Context: an optimization exercise on an open-source flow, tuned for small area, a short achievable clock period and few clock cycles. The choices shown serve that exercise and are no tape-out recipe.
RTL that was checked went through simulation tests only; none was proved equivalent to the original.
Power figures rest on the tool's default switching activity, not on a simulated workload.

Setup of job 101:
// GenTrianglePoints
module GenTrianglePoints(
   i_clk, i_rst, i_start, i_v1, i_v2, i_v3,
   o_write, o_done, o_point
);
   parameter SCREEN_WIDTH = 640;
   parameter SCREEN_HEIGHT = 480;
   input         i_clk, i_rst, i_start;
   input [63:0]  i_v1, i_v2, i_v3;  
   output reg    o_write;
   output        o_done;
   output [31:0] o_point;           
   reg st_idle, st_dx, st_dy, st_box, st_mul, st_row, st_walk, st_sweep, st_down;
   reg [10:0] px, py;     
   reg        dir;        
   reg        rsf;        
   reg        hb;         
   reg [3:0]  pos;        
   reg        cxa0, cxa1, cxa2;   
   reg        cya0, cya1, cya2;   
   reg        cxr0, cxr1, cxr2;   
   reg        cyr0, cyr1, cyr2;   
   reg        cn0, cn1, cn2;      
   reg        cdbl, cpass;        
   reg        cdx, cdy;           
   reg [32:0] w0, w1, w2;
   function [32:0] ilv;
      input [14:0] fy, fx;
      integer i;
      begin
         ilv[32:30] = 3'b000;
         for (i = 0; i < 15; i = i + 1) begin
            ilv[2*i+1] = fy[i];
            ilv[2*i]   = fx[i];
         end
      end
   endfunction
   function [14:0] dly;    
      input [32:0] fw;
  ...
Size: roughly 2700 cells after synthesis, roughly 0.025 sq mm of cells after synthesis.
clock: 24.0 ns
lec_check: 0
cap_margin: 30
core_margin: 2
core_utilization: 65
cts_cluster_diameter: 60
cts_cluster_size: 20
place_density: 0.8
slew_margin: 20
standard.sh (not shown) runs the stock make flow with config.mk's settings and CLKGATE_MAP_FILE= SYNTH_SCRIPT=/design/flow/synth_recipe.tcl, a recipe that flattens the netlist after the stock synthesis.
==> flow/flow/run.sh <==
#!/bin/bash
# The standard layout, with plain buffers (rather than delay buffers) on the ports.
set -euo pipefail
export BUFFER_PORTS_ARGS="-buffer_cell sky130_fd_sc_hd__buf_2"
bash standard.sh > standard.log 2>&1
Testbench counts of job 101, summed over its fixed seeds: cycles 177,487.
Here is what was changed in the inputs of job 102 compared with job 101.
Settings: swapping 65 for 30 in CORE_UTILIZATION; clearing CTS_CLUSTER_SIZE, which used to be 20; clearing PLACE_DENSITY, which used to be 0.8; clearing CTS_CLUSTER_DIAMETER, which used to be 60.
### Flow results
Looking at non-clock buffer count across job 102 and job 101, the one that comes out lower is job 101.
The aggregate global-route resource usage number comes out higher for job 101 vs job 102.
The final design area excluding fillers of job 102 is higher than that of job 101.
Looking at job 102 and job 101, the non-clock buffer share of cell area is a wash.
What job 103 does differently from job 102 at the input level:
Settings: setting CTS_CLUSTER_DIAMETER to 60 for the first time; setting CTS_CLUSTER_SIZE to 20 for the first time; changing CORE_UTILIZATION from 30 to 50; setting PLACE_DENSITY to 0.75 for the first time.
Notes after the runs:
- Compared to job 102, the routing of job 103 uses less wire.
- Clock power of job 103 falls short of that of job 102 by a little under 10%.
- Looking at met2 layer usage reported by global route, job 103 sits 18 points higher than job 102 does.
- Worst hold slack (higher): job 103
- Job 103 went all the way through synthesis, placement and routing and the layout is clean on timing, DRC and antenna.
[inputs] job 104 vs job 103
Settings: CORE_UTILIZATION now 30, was 50; PLACE_DENSITY now 0.8, was 0.75.
==> run notes <==
| cell area | job 104 vs job 103 | about 0.8% higher |
In the reports for job 104 and job 103, the larger clock period minus worst slack belongs to job 104.
Diff job 103 -> job 104 | per-cell routed wire length | decrease of about 11%
Wire length: job 104 and job 103 compared, higher one is job 103
Job 104: power 0.12 mW below job 103
## Diff of input files: job 105 against job 104
Settings: CTS_CLUSTER_DIAMETER: 60 -> unset; CTS_CLUSTER_SIZE: 20 -> unset.
Findings:
- Changes observed in job 105 relative to job 104: final non-filler cell area grew by 1.2%, slack of the critical path grew by 52 ps, final cell count grew by 0.47%, leakage power total grew by 1.5%, first-pass GRT wire length grew by about 0.5%.
- Total clock network power came out higher on job 105 than on job 104.

Another version of the RTL of GenTrianglePoints (not shown whole).
Size in the first run: ~2600 cells after synthesis, ~370 flip-flops.
clock: 24.0 ns
lec_check: 0
cap_margin: 30
core_margin: 2
core_utilization: 30
cts_cluster_diameter: 70
cts_cluster_size: 24
place_density: 0.8
slew_margin: 20
Scripts as last shown in full above: flow/flow/run.sh
The starting point finished clean.
Testbench counts at the start, summed over its fixed seeds: cycles 177,751.
Change:
--- a/flow/config.mk
+++ b/flow/config.mk
@@ -11,2 +11,2 @@
-export CTS_CLUSTER_DIAMETER = 70
-export CTS_CLUSTER_SIZE = 24
+export CTS_CLUSTER_DIAMETER = 60
+export CTS_CLUSTER_SIZE = 20
- final area barely changes
- area after synthesis stays the same
- total power is about the same
- clock power grows by about 3%
- maximum frequency hardly moves
- final cell count barely changes
- wire length grows by 0.58%
- hold slack gets worse by 0.0047 ns
- via count grows by 0.61%
- register-to-register slack gets better by 0.07 ns
- die area does not change
Change:
--- a/flow/config.mk
+++ b/flow/config.mk
@@ -8 +8 @@
-export CAP_MARGIN = 30
+export CAP_MARGIN = 15
@@ -14 +14 @@
-export SLEW_MARGIN = 20
+export SLEW_MARGIN = 10
Outcome: Synthesized cell count does not change; power goes up slightly; worst setup slack degrades by 0.016 ns.

GenTrianglePoints, a different RTL version from the one above (not shown whole).
For scale: roughly 2700 cells after synthesis, roughly 390 flip-flops, roughly 230 I/O pins, ~25000 um2 of cells after synthesis.
==> flow/config.mk <==
export PLATFORM = sky130hd
export DESIGN_NAME = GenTrianglePoints
export DESIGN_NICKNAME = GenTrianglePoints
export VERILOG_FILES = /design/flow/design.v
export SDC_FILE = /design/flow/constraint.sdc
export NUM_CORES = 4
export LEC_CHECK = 0
export CAP_MARGIN = 30
export CORE_MARGIN = 2
export CORE_UTILIZATION = 30
export SLEW_MARGIN = 20
==> flow/constraint.sdc <==
create_clock -name core_clock -period 24.0 [get_ports {i_clk}]
set_input_delay 4.8000 -clock core_clock [delete_from_list [all_inputs] [get_ports {i_clk}]]
set_output_delay 4.8000 -clock core_clock [all_outputs]
set_load 0.01 [all_outputs]
Scripts as last shown in full above: flow/flow/run.sh
Testbench counts at the start, summed over its fixed seeds: cycles 177,487.
Then changed:
==> flow/run.sh (new file) <==
#!/bin/bash
# synth_recipe.tcl (not shown) runs the flow's synth.tcl, then flattens the netlist and writes it again
# the make line also repeats each setting of config.mk as NAME=value (left out here)
make -C /OpenROAD-flow-scripts/flow DESIGN_CONFIG=/design/flow/config.mk WORK_HOME=/design/flow/orfs CLKGATE_MAP_FILE= SYNTH_SCRIPT=/design/flow/synth_recipe.tcl finish
--- a/flow/config.mk
+++ b/flow/config.mk
@@ -10,2 +10,3 @@
 export CORE_UTILIZATION = 30
+export CTS_BUF_LIST = sky130_fd_sc_hd__clkbuf_4
 export SLEW_MARGIN = 20
removed: flow/flow/run.sh
removed: flow/standard.sh
Effect: Wire length grows by 0.83%. Design area rises by 1.4%. Die area is unchanged. Clock power shrinks by 15%. Area after synthesis is unchanged. Hold slack barely changes.

lane 1:
GenTrianglePoints, a different RTL version from the one above (not shown whole).
For scale: roughly 390 flip-flops.
clock: 24.0 ns
lec_check: 0
cap_margin: 30
core_margin: 2
core_utilization: 30
cts_cluster_diameter: 100
cts_cluster_size: 30
slew_margin: 20
==> flow/flow/run.sh <==
#!/bin/bash
# The standard layout, with plain buffers (rather than delay buffers) on the ports.
set -euo pipefail
export BUFFER_PORTS_ARGS="-buffer_cell sky130_fd_sc_hd__buf_2"
bash standard.sh > standard.log 2>&1
Every stage of the flow completed for lane 1, and the final layout passed the timing, DRC and antenna checks.
Testbench counts of lane 1, summed over its fixed seeds: cycles 177,487.
Input-level comparison between lane 2 and lane 1:
Settings: CTS_CLUSTER_DIAMETER removed (was 100); CTS_CLUSTER_SIZE removed (was 30).
## What came out
- Comparing the two runs side by side, lane 2 comes out behind lane 1 on worst-case vdd ir drop.
- Compare lane 1 and lane 2 | total non-filler cell area in the finished layout higher: lane 2
- Compared with lane 1, final cell count in lane 2 increased slightly.
- No run among lane 1 and lane 2 stopped early or left any final violation; all are clean.
- Final-layout clock buffer total: lane 2 vs lane 1 up 34

== v6 ==
GenTrianglePoints, a different RTL version from the one above (not shown whole).
Size in the first run: ~2700 cells after synthesis, ~230 I/O pins, roughly 26000 um^2 of cells after synthesis.
## GenTrianglePoints
module GenTrianglePoints(
   i_clk, i_rst, i_start, i_v1, i_v2, i_v3,
   o_write, o_done, o_point
);
export LEC_CHECK = 0
export CAP_MARGIN = 20
export CORE_MARGIN = 2
export CORE_UTILIZATION = 60
export CTS_BUF_LIST = sky130_fd_sc_hd__clkbuf_8
export CTS_CLUSTER_SIZE = 30
export SLEW_MARGIN = 20
create_clock -name core_clock -period 24.0 [get_ports {i_clk}]
run.sh (not shown) runs the stock make flow with config.mk's settings and CLKGATE_MAP_FILE= SYNTH_SCRIPT=/design/flow/synth_recipe.tcl, a recipe that flattens the netlist after the stock synthesis.
Stock flow here: none of the scripts above is used.
v6 reached the final stage; the timing, DRC and antenna checks on its layout passed.
Relative to v6, the following input files were edited for v7:
# v6
export LEC_CHECK = 0
export CAP_MARGIN = 20
export CORE_MARGIN = 2
export CORE_UTILIZATION = 60
export CTS_BUF_LIST = sky130_fd_sc_hd__clkbuf_8
export CTS_CLUSTER_SIZE = 30
export SLEW_MARGIN = 20
create_clock -name core_clock -period 24.0 [get_ports {i_clk}]
# v7
export LEC_CHECK = 0
export CAP_MARGIN = 30
export CORE_MARGIN = 2
export CORE_UTILIZATION = 30
export SLEW_MARGIN = 20
create_clock -name core_clock -period 24.0 [get_ports {i_clk}]
==> run notes <==
Comparing v7 and v6, the lower sequential share of layout area is on v7. Number of clock-tree buffers in the layout went down by more than a quarter going from v6 to v7. All of v7 and v6 finish clean. On area of all sequential standard cells, v7 and v6 are basically level. Changes observed in v7 relative to v6: arrival time reported for the critical path endpoint went down by 0.04 ns; total routed wirelength went up by 3.4%; internal power went up by 0.000087 W. In v7 the minimum setup slack in the final design turned out 0.041 ns higher than in v6.
Function was not checked in any run of this note: the RTL went through the layout flow alone.

[what the ideal ports hide]
The results above use ideal ports. As a check the final layouts listed here were re-extracted and re-timed, cells and wires unchanged.
Step 1: set_driving_cell puts a clkbuf_16 on i_clk and a buf_2 on each other input, an assumption about the parent block.
Step 2 moves the port delays by t, midway between the first and last clock arrival at a register: inputs arrive t later, outputs are due t later. That takes back most of the time a late clock gives input paths.
Slacks: ideal ports / drivers / drivers and shift; pairs: ideal ports / drivers.
run	t (ns)	slack for setup (ns)	worst hold slack (ns)
job 101	0.612	18.183 / 18.127 / 18.321	0.435 / 0.435 / 0.435
job 102	0.647	18.152 / 18.082 / 18.361	0.422 / 0.422 / 0.422
job 103	0.631	18.156 / 18.097 / 18.331	0.436 / 0.436 / 0.436
job 104	0.662	18.112 / 18.055 / 18.454	0.431 / 0.431 / 0.431
job 105	0.607	18.164 / 18.106 / 18.451	0.430 / 0.430 / 0.430
the first run of note 2	0.651	18.124 / 18.057 / 18.418	0.435 / 0.435 / 0.435
the second run of note 2	0.655	18.122 / 18.056 / 18.415	0.431 / 0.431 / 0.431
the third run of note 2	0.675	18.106 / 18.039 / 18.420	0.432 / 0.432 / 0.432
the first run of note 3	0.647	18.171 / 18.104 / 18.440	0.422 / 0.422 / 0.422
the second run of note 3	0.955	17.451 / 17.385 / 18.075	0.424 / 0.424 / 0.424
lane 1	0.628	17.642 / 17.642 / 17.642	0.438 / 0.438 / 0.438
lane 2	0.641	17.681 / 17.681 / 17.681	0.430 / 0.430 / 0.430
v6	0.695	17.350 / 17.295 / 17.990	0.423 / 0.423 / 0.423
v7	0.660	17.392 / 17.322 / 17.982	0.422 / 0.422 / 0.422
After both steps every run listed still meets setup and hold.
